Source: an optimization exercise on an open RTL-to-GDS flow (aim: small area). Production flows keep margins and buffers that such runs may drop.
In this exercise RTL edits were held to simulation tests only and were not proved equivalent to the original.
The clock input has no modelled driver; a real chip could not lean on it and would need a root buffer or a full tree.
No activity file was given, so power comes from the tool's default toggle rates.

// step_tracker
module step_tracker(clk, rst, step, one_hz, disp_sel, si, steps_bcd, miles, half_mile, active_secs, seg, an);
==> flow/config.mk <==
export PLATFORM = sky130hd
export DESIGN_NAME = step_tracker
export DESIGN_NICKNAME = step_tracker
export VERILOG_FILES = /design/flow/design.v
export SDC_FILE = /design/flow/constraint.sdc
export NUM_CORES = 4
export LEC_CHECK = 0
export CAP_MARGIN = 20
export CORE_MARGIN = 2
export CORE_UTILIZATION = 40
export PLACE_DENSITY = 0.6
export SLEW_MARGIN = 20
==> flow/constraint.sdc <==
create_clock -name core_clock -period 20.0 [get_ports {clk}]
set_input_delay 4.0000 -clock core_clock [delete_from_list [all_inputs] [get_ports {clk}]]
set_output_delay 4.0000 -clock core_clock [all_outputs]
set_load 0.01 [all_outputs]
standard.sh (not shown) runs the stock make flow with config.mk's settings and CLKGATE_MAP_FILE= SYNTH_SCRIPT=/design/flow/synth_recipe.tcl, a recipe that flattens the netlist after the stock synthesis.
==> flow/flow/run.sh <==
#!/bin/bash
# Layout flow: the standard flow, with three changes to how it maps the
# design to cells:
#  - synthesis maps the logic with an area-oriented ABC script
#    (flow/abc_area.script) and without Yosys's full-adder extraction;
#  - ports are buffered with the smallest buffer, buf_1;
#  - CTS builds the clock tree from small clock buffers, without dummy loads.
# Registers, their names and cell types are those of the standard synthesis.
set -euo pipefail
work=$(pwd)
rm -rf "$work/scripts"
cp -r "$FLOW_HOME/scripts" "$work/scripts"
cp "$work/flow/abc_area.script" "$work/scripts/abc_area.script"

bash standard.sh SCRIPTS_DIR="$work/scripts" ABC_AREA=1 ADDER_MAP_FILE= synth > "$work/synth.log" 2>&1

export BUFFER_PORTS_ARGS="-buffer_cell sky130_fd_sc_hd__buf_1"
export CTS_ARGS="-sink_clustering_enable -repair_clock_nets -dont_use_dummy_load -buf_list sky130_fd_sc_hd__clkbuf_4 sky130_fd_sc_hd__clkbuf_8"
bash standard.sh > "$work/layout.log" 2>&1
==> flow/flow/abc_area.script <==
strash
&get -n
&deepsyn -T 20
&put
dch -f
amap
topo
stime -c
The baseline died in 4_1_cts.
Edit:
==> flow/run.sh (new file) <==
#!/bin/bash
# synth_recipe.tcl (not shown) runs the flow's synth.tcl, then flattens the netlist and writes it again
# the make line also repeats each setting of config.mk as NAME=value (left out here)
make -C /OpenROAD-flow-scripts/flow DESIGN_CONFIG=/design/flow/config.mk WORK_HOME=/design/flow/orfs CLKGATE_MAP_FILE= SYNTH_SCRIPT=/design/flow/synth_recipe.tcl finish
--- a/flow/config.mk
+++ b/flow/config.mk
@@ -10,0 +11 @@
+export CTS_BUF_LIST = sky130_fd_sc_hd__clkbuf_4
removed: flow/flow/run.sh
removed: flow/flow/abc_area.script
removed: flow/standard.sh
Result:
- This time the run ran to the end with no violations
- synthesized cell count went up by 9.0%
- area after synthesis went up by 24%
Edit:
--- a/flow/config.mk
+++ b/flow/config.mk
@@ -11 +11,3 @@
-export CTS_BUF_LIST = sky130_fd_sc_hd__clkbuf_4
+export CTS_BUF_LIST = sky130_fd_sc_hd__clkbuf_8
+export CTS_CLUSTER_DIAMETER = 100
+export CTS_CLUSTER_SIZE = 40
Effect: Sequential cell count stays the same. Cell area climbs by 1.2%. Routed wire length went up by 0.35%. Die area is unchanged. Synthesized cell count stays the same. Via count decreases by 0.46%. Register-to-register slack gets better by 20 ps. Total power goes up by 5.6%. Utilization climbs by 0.60 points. Global-route usage increases by 0.16 points. Sequential power is about the same.

---

Another version of the RTL of step_tracker (not shown whole).
For scale: ~77 flip-flops, roughly 44 I/O pins, roughly 3300 sq um of cells after synthesis.
==> flow/config.mk <==
export PLATFORM = sky130hd
export DESIGN_NAME = step_tracker
export DESIGN_NICKNAME = step_tracker
export VERILOG_FILES = /design/flow/design.v
export SDC_FILE = /design/flow/constraint.sdc
export NUM_CORES = 4
export LEC_CHECK = 0
export CAP_MARGIN = 20
export CORE_MARGIN = 2
export CORE_UTILIZATION = 65
export PLACE_DENSITY = 0.8
export SLEW_MARGIN = 20
==> flow/constraint.sdc <==
create_clock -name core_clock -period 20.0 [get_ports {clk}]
set_input_delay 4.0000 -clock core_clock [delete_from_list [all_inputs] [get_ports {clk}]]
set_output_delay 4.0000 -clock core_clock [all_outputs]
set_load 0.01 [all_outputs]
==> flow/flow/run.sh <==
#!/bin/bash
# Layout flow: the standard flow (ORFS), with these changes to how it maps
# the design to cells:
#  - synthesis maps the logic with an area-oriented ABC script
#    (flow/abc_area.script) and without Yosys's full-adder extraction;
#  - ports are buffered with the smallest buffer, buf_1;
#  - in place of clock_tree_synthesis, the registers are split into
#    CLOCK_GROUPS groups of nearly equal size by position, each with one clock
#    buffer, which the clock port drives (flow/clock.tcl).
# Registers, their names and cell types are those of the standard synthesis.
set -euo pipefail
work=$(pwd)
rm -rf "$work/scripts"
cp -r "$FLOW_HOME/scripts" "$work/scripts"
cp "$work/flow/abc_area.script" "$work/scripts/abc_area.script"
sed -i 's|^log_cmd clock_tree_synthesis {\*}\$cts_args$|source $::env(OWN_CTS_TCL)|' "$work/scripts/cts.tcl"
grep -q OWN_CTS_TCL "$work/scripts/cts.tcl"
export SCRIPTS_DIR="$work/scripts"
export OWN_CTS_TCL="$work/flow/clock.tcl"
export CLOCK_BUFFER_CELL=sky130_fd_sc_hd__clkbuf_8
export CLOCK_GROUPS=4
export BUFFER_PORTS_ARGS="-buffer_cell sky130_fd_sc_hd__buf_1"

bash standard.sh SCRIPTS_DIR="$work/scripts" ABC_AREA=1 ADDER_MAP_FILE= synth > "$work/synth.log" 2>&1
bash standard.sh SCRIPTS_DIR="$work/scripts" > "$work/layout.log" 2>&1
Other scripts of this flow, unchanged in this note and not shown: flow/flow/abc_area.script, flow/flow/clock.tcl
Then changed:
- CORE_UTILIZATION: 65 -> 80
- PLACE_DENSITY: 0.8 -> 0.9
Final area drops by 0.73%.
Die area drops by 18%.
Worst hold slack got worse by 0.015 ns.
No run of this note takes its clock network from TritonCTS; it comes from the design's own scripts or RTL.

-- afterwards: timing with drivers on the ports --
How much do the figures lean on ideal ports? The routed layouts below were timed once more, with nothing changed but the port constraints. Step 1, drivers: a clkbuf_16 drives clk and a buf_2 each remaining input, both assumed. Step 2 times the ports against the registers' clock, not the clock port: input delays grow and output delays shrink by t, the midpoint of the rising clock arrivals with the driver on. Three values: no drivers, after step 1, after step 2; two values: the first two.
| run | t, ns | setup slack, ns | worst data-port slew with drivers (ns) |
|---|---|---|---|
| the second run of note 1 | 0.441 | 9.275 / 9.248 / 9.248 | 0.03 |
| the third run of note 1 | 0.371 | 9.277 / 9.250 / 9.250 | 0.03 |
| the first run of note 2 | 0.220 | 9.334 / 9.314 / 9.314 | 0.03 |
| the second run of note 2 | 0.222 | 9.130 / 9.108 / 9.108 | 0.03 |
After both steps every run listed still meets setup and hold.
